This is an optimization exercise on Yosys and OpenROAD, whose aim is small area, a short achievable clock period and few clock cycles per item, not a production implementation. At most, simulation tests tie the RTL to the original design; equivalence was not proved.

Design bitcoin_miner, start of the top module:
module bitcoin_miner (
  input wire clk,
  input wire rst,
  input wire start,
  input wire [255:0] first_block_hash,
  input wire [127:0] second_block,
  input wire [255:0] target,
  input wire [31:0]  max_nonce,
  output reg running,
  output reg found,
  output reg [31:0] nonce
  );
Size in the first run: roughly 920 flip-flops, roughly 56000 sq um of cells after synthesis.
==> flow/config.mk <==
export PLATFORM = sky130hd
export DESIGN_NAME = bitcoin_miner
export DESIGN_NICKNAME = bitcoin_miner
export VERILOG_FILES = /design/flow/design.v
export SDC_FILE = /design/flow/constraint.sdc
export NUM_CORES = 8
export LEC_CHECK = 0
export ABC_AREA = 1
export CAP_MARGIN = 20
export CORE_MARGIN = 2
export CORE_UTILIZATION = 40
export CTS_CLUSTER_DIAMETER = 80
export CTS_CLUSTER_SIZE = 24
export SETUP_SLACK_MARGIN = 4.5
export SLEW_MARGIN = 20
export SYNTH_HIERARCHICAL = 1
==> flow/constraint.sdc <==
create_clock -name core_clock -period 8.5 [get_ports {clk}]
set_input_delay 1.7000 -clock core_clock [delete_from_list [all_inputs] [get_ports {clk}]]
set_output_delay 1.7000 -clock core_clock [all_outputs]
set_load 0.01 [all_outputs]
standard.sh (not shown) runs the stock make flow with config.mk's settings and CLKGATE_MAP_FILE= SYNTH_SCRIPT=/design/flow/synth_recipe.tcl, a recipe that flattens the netlist after the stock synthesis.
==> flow/flow/run.sh <==
#!/bin/bash
# The standard layout, with the port buffers made of the smallest
# buffer cell, and timing repair limited to resizing, pin swaps, buffer
# removal and gate cloning (no new buffer trees).
set -euo pipefail
bash standard.sh "BUFFER_PORTS_ARGS=-buffer_cell sky130_fd_sc_hd__buf_1" \
  "SETUP_MOVE_SEQUENCE=unbuffer,sizeup,swap,clone" finish > standard.log 2>&1
Testbench counts at the start, summed over its fixed seeds: cycles 242,107, nonces 1,887.
==> next run, changes <==
--- a/flow/design.v
+++ b/flow/design.v
@@ -238,39 +238,42 @@
     end
   end
   wire full_end  = in_h2 & r65;                     
   wire to_rf     = full_end & ~hit & ~last_nonce;
   wire stop      = early_stop | (full_end & (hit | last_nonce));
   wire start_ok  = (phase == PH_IDLE) & start;
-  wire [6:0] rnd_inc = rnd + 7'd1;
+  reg [6:0] rnd_inc;
   reg [6:0] rnd_nxt;
   always @* begin
     if (load_h1 | load_iv) rnd_nxt = 7'd0;
     else if (to_rf | start_ok) rnd_nxt = 7'd48;
     else rnd_nxt = rnd_inc;
   end
   wire [31:0] k_inc;
   sha256_k u_k (.idx(rnd_inc[5:0]), .k(k_inc));
-  wire ff_nxt = phase[1] & ~load_h1 & ~load_iv & (rnd_inc >= 7'd61) & (rnd_inc <= 7'd64);
-  reg [3:0] sel_nxt;
+  wire ff_rng = (rnd_inc >= 7'd61) & (rnd_inc <= 7'd64);
+  wire ff_nxt = phase[1] & ~load_h1 & ~load_iv & ff_rng;
+  reg [3:0] sel_nxt, opsel;
   reg [31:0] op_a_nxt, op_e_nxt;
   always @* begin
     op_a_nxt = 32'h0; op_e_nxt = 32'h0;
     for (k = 0; k < 4; k = k + 1) begin
       sel_nxt[k] = ff_nxt & (rnd_inc[1:0] == ((k + 1) & 3));
+      opsel[k] = ff_rng & (rnd_inc[1:0] == ((k + 1) & 3));
       if (in_h1) begin
-        op_a_nxt = op_a_nxt | ({32{sel_nxt[k]}} & word(first_block_hash, 3 - k));
-        op_e_nxt = op_e_nxt | ({32{sel_nxt[k]}} & word(first_block_hash, 7 - k));
+        op_a_nxt = op_a_nxt | ({32{opsel[k]}} & word(first_block_hash, 3 - k));
+        op_e_nxt = op_e_nxt | ({32{opsel[k]}} & word(first_block_hash, 7 - k));
       end else begin
-        op_a_nxt = op_a_nxt | ({32{sel_nxt[k]}} & word(IV, 3 - k));
-        op_e_nxt = op_e_nxt | ({32{sel_nxt[k]}} & word(IV, 7 - k));
+        op_a_nxt = op_a_nxt | ({32{opsel[k]}} & word(IV, 3 - k));
+        op_e_nxt = op_e_nxt | ({32{opsel[k]}} & word(IV, 7 - k));
       end
     end
   end
   always @(posedge clk) begin
     rnd <= rnd_nxt;
+    rnd_inc <= rnd_nxt + 7'd1;
     kreg <= (load_h1 | load_iv) ? 32'h428a2f98 : k_inc;
     sel_t <= sel_nxt;
     op_a <= op_a_nxt;
     op_e <= op_e_nxt;
     last_nonce <= (nonce == max_nonce);
   end
Outcome: Synthesized area came out higher by 3.0%. First-iteration DRC count came out higher by 3.0%. Non-clock buffer count came out lower by 13. Routed wire length came out lower by 6.4%. Die area came out higher by 3.0%. Count of clock-buffer cells in the layout came out lower by 1. Final cell count came out higher by 4.7%.
Testbench counts after the change, summed over its fixed seeds: cycles 242,107, nonces 1,887.

---

bitcoin_miner, a different RTL version from the one above (not shown whole).
For scale: about 960 flip-flops, ~0.058 mm^2 of cells after synthesis.
// bitcoin_miner
module bitcoin_miner (
  input wire clk,
  input wire rst,
  input wire start,
  input wire [255:0] first_block_hash,
  input wire [127:0] second_block,
  input wire [255:0] target,
  input wire [31:0]  max_nonce,
  output reg running,
  output reg found,
  output reg [31:0] nonce
  );
  localparam [255:0] IV = {
    32'h6a09e667, 32'hbb67ae85, 32'h3c6ef372, 32'ha54ff53a,
    32'h510e527f, 32'h9b05688c, 32'h1f83d9ab, 32'h5be0cd19};
  localparam [1:0] PH_IDLE = 2'd0;
  localparam [1:0] PH_RF   = 2'd1;
  localparam [1:0] PH_H1   = 2'd2;
  localparam [1:0] PH_H2   = 2'd3;
  reg [1:0] phase;
  reg [6:0] rnd;
  reg [31:0] kreg;
  reg hi_eq, hi_lt, lo_eq, lo_lt;
  reg [3:0] sel_t;
  reg [31:0] op_a, op_e;
  reg last_nonce;
  reg load_h1, load_iv, early_stop;
  wire ld_any = load_h1 | load_iv;
  reg [31:0] a, b, c, d, e, f, g, h;
  reg [479:0] w;
  reg [31:0] xs, xc;
  function [31:0] add_load;
    input [31:0] x;
    input [31:0] y;
    input ld;
    input [31:0] v;
    reg [31:0] p, gg, pp;
    integer i, dd;
    begin
      p = x ^ y;
      gg = x & y;
      pp = p;
      for (dd = 1; dd < 32; dd = dd * 2)
        for (i = 31; i >= dd; i = i - 1) begin
          gg[i] = gg[i] | (pp[i] & gg[i - dd]);
          pp[i] = pp[i] & pp[i - dd];
        end
      add_load = (ld ? v : p) ^ ({gg[30:0], 1'b0} & {32{~ld}});
    end
  endfunction
  function [31:0] bswap;
    input [31:0] x;
    bswap = {x[7:0], x[15:8], x[23:16], x[31:24]};
  endfunction
  function [31:0] word;
    input [255:0] v;
    input integer i;
    word = v[255 - 32 * i -: 32];
  endfunction
  wire [31:0] sig1 = {e[5:0], e[31:6]} ^ {e[10:0], e[31:11]} ^ {e[24:0], e[31:25]};
  wire [31:0] sig0 = {a[1:0], a[31:2]} ^ {a[12:0], a[31:13]} ^ {a[21:0], a[31:22]};
  wire [31:0] ch   = (e & f) ^ (~e & g);
  wire [31:0] maj  = (a & b) | (a & c) | (b & c);
  wire [31:0] w0   = w[32*0 +: 32];
  wire [31:0] s_hkw, c_hkw, s_t, c_t, s_a1, c_a1, s_a2, c_a2, s_e1, c_e1, s_e2, c_e2;
  csa32 u_hkw (.x(h), .y(kreg), .z(w0), .s(s_hkw), .c(c_hkw));
  ...
clock: 8.5 ns
lec_check: 0
abc_area: 1
cap_margin: 20
core_margin: 2
core_utilization: 40
cts_cluster_diameter: 80
cts_cluster_size: 24
setup_slack_margin: 4.5
slew_margin: 20
synth_hierarchical: 1
==> flow/flow/run.sh <==
#!/bin/bash
# The standard layout, with the port buffers made of the smallest
# buffer cell instead of the flow's default delay buffer.
set -euo pipefail
bash standard.sh "BUFFER_PORTS_ARGS=-buffer_cell sky130_fd_sc_hd__buf_1" finish > standard.log 2>&1
Rerun with:
--- a/flow/design.v
+++ b/flow/design.v
@@ -241,14 +241,13 @@
   wire in_rf = (phase == PH_RF);
   wire r61 = (rnd == 7'd61);
   wire r63 = (rnd == 7'd63);
   wire r64 = (rnd == 7'd64);
   wire r65 = (rnd == 7'd65);
   wire [31:0] nonce_inc = nonce + {31'd0, in_h2};
-  wire [7:0] top_byte = e[7:0] + 8'h19;
-  wire rej_now = top_byte > target[255:248];
+  wire rej_now = first_w & ~(hi_w_lt | hi_w_eq);
   always @(posedge clk) begin
     if (rst) begin
       load_h1 <= 1'b0;
       load_iv <= 1'b0;
       early_stop <= 1'b0;
     end else begin
Outcome:
- utilization barely changes
- register-to-register slack improved by 0.03 ns
- design area shrinks by 1.5%
- flip-flop and latch count is unchanged
- synthesized area goes down by 1.6%
- via count drops by 1.3%
- sequential share of layout area rises by 0.43 points
- setup slack gets better by 0.033 ns
No functional check of the RTL was part of any run of this note.

---

Another version of the RTL of bitcoin_miner (not shown whole).
Size in the first run: ~710 I/O pins, roughly 56,000 sq um of cells after synthesis.
Settings: LEC_CHECK=0, ABC_AREA=1, CAP_MARGIN=20, CORE_MARGIN=2, CORE_UTILIZATION=40, SETUP_SLACK_MARGIN=4.0, SLEW_MARGIN=20, SYNTH_HIERARCHICAL=1; clock period 8.5 ns.
Scripts as last shown in full above: flow/flow/run.sh
Change:
--- a/flow/design.v
+++ b/flow/design.v
@@ -138,23 +138,21 @@
     32'h6a09e667, 32'hbb67ae85, 32'h3c6ef372, 32'ha54ff53a,
     32'h510e527f, 32'h9b05688c, 32'h1f83d9ab, 32'h5be0cd19};
   localparam [1:0] PH_IDLE = 2'd0;
   localparam [1:0] PH_RF   = 2'd1;
   localparam [1:0] PH_H1   = 2'd2;
   localparam [1:0] PH_H2   = 2'd3;
   reg [1:0] phase;
   reg [6:0] rnd;
   reg [31:0] kreg;
   reg hi_eq, hi_lt, lo_eq, lo_lt, reject;
-  reg [3:0] sel_t;
-  reg [31:0] op_a, op_e;
-  reg last_nonce;
+  reg [3:0] sel_m, sel_v, sel_t;
   reg [31:0] a, b, c, d, e, f, g, h;
   reg [511:0] w;
   function [31:0] bswap;
     input [31:0] x;
     bswap = {x[7:0], x[15:8], x[23:16], x[31:24]};
   endfunction
   function [31:0] word;
     input [255:0] v;
     input integer i;
     word = v[255 - 32 * i -: 32];
@@ -181,25 +179,29 @@
   assign e_new = s_e3 + c_e3;
   wire [31:0] w1  = w[32*1  +: 32];
   wire [31:0] w9  = w[32*9  +: 32];
   wire [31:0] w14 = w[32*14 +: 32];
   wire [31:0] ss0 = {w1[6:0], w1[31:7]} ^ {w1[17:0], w1[31:18]} ^ {3'b000, w1[31:3]};
   wire [31:0] ss1 = {w14[16:0], w14[31:17]} ^ {w14[18:0], w14[31:19]} ^ {10'b0, w14[31:10]};
   wire [31:0] s_x1, c_x1, s_x2, c_x2, w_next;
   csa32 u_x1 (.x(w0), .y(w9), .z(ss1), .s(s_x1), .c(c_x1));
   csa32 u_x2 (.x(s_x1), .y(c_x1), .z(ss0), .s(s_x2), .c(c_x2));
   assign w_next = s_x2 + c_x2;
-  reg [31:0] t_hi, t_lo;
+  reg [31:0] op_a, op_e, t_hi, t_lo;
   integer k;
   always @* begin
-    t_hi = 32'h0; t_lo = 32'h0;
+    op_a = 32'h0; op_e = 32'h0; t_hi = 32'h0; t_lo = 32'h0;
     for (k = 0; k < 4; k = k + 1) begin
+      op_a = op_a | ({32{sel_m[k]}} & word(first_block_hash, 3 - k))
+                  | ({32{sel_v[k]}} & word(IV, 3 - k));
+      op_e = op_e | ({32{sel_m[k]}} & word(first_block_hash, 7 - k))
+                  | ({32{sel_v[k]}} & word(IV, 7 - k));
       t_hi = t_hi | ({32{sel_t[k]}} & word(target, k));
       t_lo = t_lo | ({32{sel_t[k]}} & word(target, 4 + k));
     end
   end
   wire [31:0] ff_a, ff_e;
   assign ff_a = op_a + a;
   assign ff_e = op_e + e;
   wire [31:0] v_hi = bswap(ff_e);
   wire [31:0] v_lo = bswap(ff_a);
   wire hi_w_lt = v_hi < t_hi;
@@ -216,61 +218,48 @@
     lo_lt <= lo_lt_n; lo_eq <= lo_eq_n;
     if (first_w) reject <= ~(hi_w_lt | hi_w_eq);
   end
   wire hit = hi_lt | (hi_eq & (lo_lt | lo_eq));
   wire in_h1 = (phase == PH_H1);
   wire in_h2 = (phase == PH_H2);
   wire in_rf = (phase == PH_RF);
   wire r62 = (rnd == 7'd62);
   wire r64 = (rnd == 7'd64);
   wire r65 = (rnd == 7'd65);
+  wire last_nonce = (nonce == max_nonce);
   wire [31:0] nonce_inc = nonce + {31'd0, in_h2};
   wire early_end = in_h2 & r62 & reject;            
   wire full_end  = in_h2 & r65;                     
   wire load_h1   = (early_end & ~last_nonce) | (in_rf & r62);
   wire to_rf     = full_end & ~hit & ~last_nonce;
   wire stop      = (early_end & last_nonce) | (full_end & (hit | last_nonce));
   wire load_iv   = in_h1 & r64;
   wire start_ok  = (phase == PH_IDLE) & start;
   wire [6:0] rnd_inc = rnd + 7'd1;
   reg [6:0] rnd_nxt;
   always @* begin
     if (load_h1 | load_iv) rnd_nxt = 7'd0;
     else if (to_rf | start_ok) rnd_nxt = 7'd48;
     else rnd_nxt = rnd_inc;
   end
   wire [31:0] k_inc;
   sha256_k u_k (.idx(rnd_inc[5:0]), .k(k_inc));
   wire [1:0] phase_nxt_h = load_h1 ? PH_H1 : load_iv ? PH_H2 : phase;
   wire ff_nxt = (rnd_nxt >= 7'd61) & (rnd_nxt <= 7'd64);
-  reg [3:0] sel_nxt;
-  reg [31:0] op_a_nxt, op_e_nxt;
-  always @* begin
-    op_a_nxt = 32'h0; op_e_nxt = 32'h0;
-    for (k = 0; k < 4; k = k + 1) begin
-      sel_nxt[k] = ff_nxt & (rnd_nxt[1:0] == ((k + 1) & 3));
-      if (phase_nxt_h == PH_H1) begin
-        op_a_nxt = op_a_nxt | ({32{sel_nxt[k]}} & word(first_block_hash, 3 - k));
-        op_e_nxt = op_e_nxt | ({32{sel_nxt[k]}} & word(first_block_hash, 7 - k));
-      end else begin
-        op_a_nxt = op_a_nxt | ({32{sel_nxt[k]}} & word(IV, 3 - k));
-        op_e_nxt = op_e_nxt | ({32{sel_nxt[k]}} & word(IV, 7 - k));
-      end
-    end
-  end
   always @(posedge clk) begin
     rnd <= rnd_nxt;
     kreg <= (load_h1 | load_iv) ? 32'h428a2f98 : k_inc;
-    sel_t <= sel_nxt;
-    op_a <= op_a_nxt;
-    op_e <= op_e_nxt;
-    last_nonce <= (nonce == max_nonce);
+    for (k = 0; k < 4; k = k + 1) begin
+      sel_t[k] <= ff_nxt & (rnd_nxt[1:0] == ((k + 1) & 3));
+      sel_m[k] <= ff_nxt & (rnd_nxt[1:0] == ((k + 1) & 3)) & (phase_nxt_h == PH_H1);
+      sel_v[k] <= ff_nxt & (rnd_nxt[1:0] == ((k + 1) & 3)) & (phase_nxt_h == PH_H2);
+    end
   end
   always @(posedge clk) begin
     if (rst) begin
       phase <= PH_IDLE;
       running <= 1'b0;
       found <= 1'b0;
     end else begin
       if (start_ok) begin
         phase <= PH_RF;
         running <= 1'b1;
- final cell count drops by 6.1%
- via count drops by 7.6%
- die area drops by 5.8%
- sequential share of layout area drops by 1.3 points
- flip-flop and latch count drops by 57
- fmax drops by 0.49%
- non-clock buffer count climbs by 63
- setup slack gets worse by 0.022 ns
- core utilization climbs by 2.2 points
Testbench counts after the change, summed over its fixed seeds: cycles 242,107, nonces 1,887.
No functional check of the RTL was part of the first run of this note.

port drivers added, routing unchanged:
In the flow no input, the clock included, has a driving cell. The finished layouts below were timed again as built, in two steps.
Step 1 (the two cells are an assumption about what drives the block):
set clk [get_ports {clk}]
set_driving_cell -lib_cell sky130_fd_sc_hd__clkbuf_16 $clk
set_driving_cell -lib_cell sky130_fd_sc_hd__buf_2 [delete_from_list [all_inputs] $clk]
Step 2 also shifts input and output timing later by t, the mid clock arrival at the registers, as if the neighbouring blocks saw the same clock.
a / b / c = ideal / step 1 / step 2; a / b = the first two.
| run | shift t [ns] | setup slack, ns | worst setup path after step 2 | clock arrival spread, ns |
|---|---|---|---|---|
| the first run of note 1 | 0.801 | 4.275 / 4.275 / 3.685 | input to register | 0.075 / 0.075 |
| the second run of note 1 | 0.814 | 4.404 / 4.404 / 4.373 | input to register | 0.076 / 0.076 |
| the first run of note 2 | 0.817 | 4.397 / 4.397 / 4.320 | input to register | 0.041 / 0.041 |
| the second run of note 2 | 0.788 | 4.430 / 4.430 / 4.177 | input to register | 0.049 / 0.049 |
| the first run of note 3 | 0.807 | 3.926 / 3.926 / 3.427 | input to register | 0.116 / 0.116 |
| the second run of note 3 | 0.838 | 3.904 / 3.932 / 3.119 | input to register | 0.067 / 0.067 |
After both steps setup and hold are still met in every run listed. The setup slack of the second run of note 3, which loses most, moves by +0.028 ns with the drivers and by -0.785 ns with both steps.
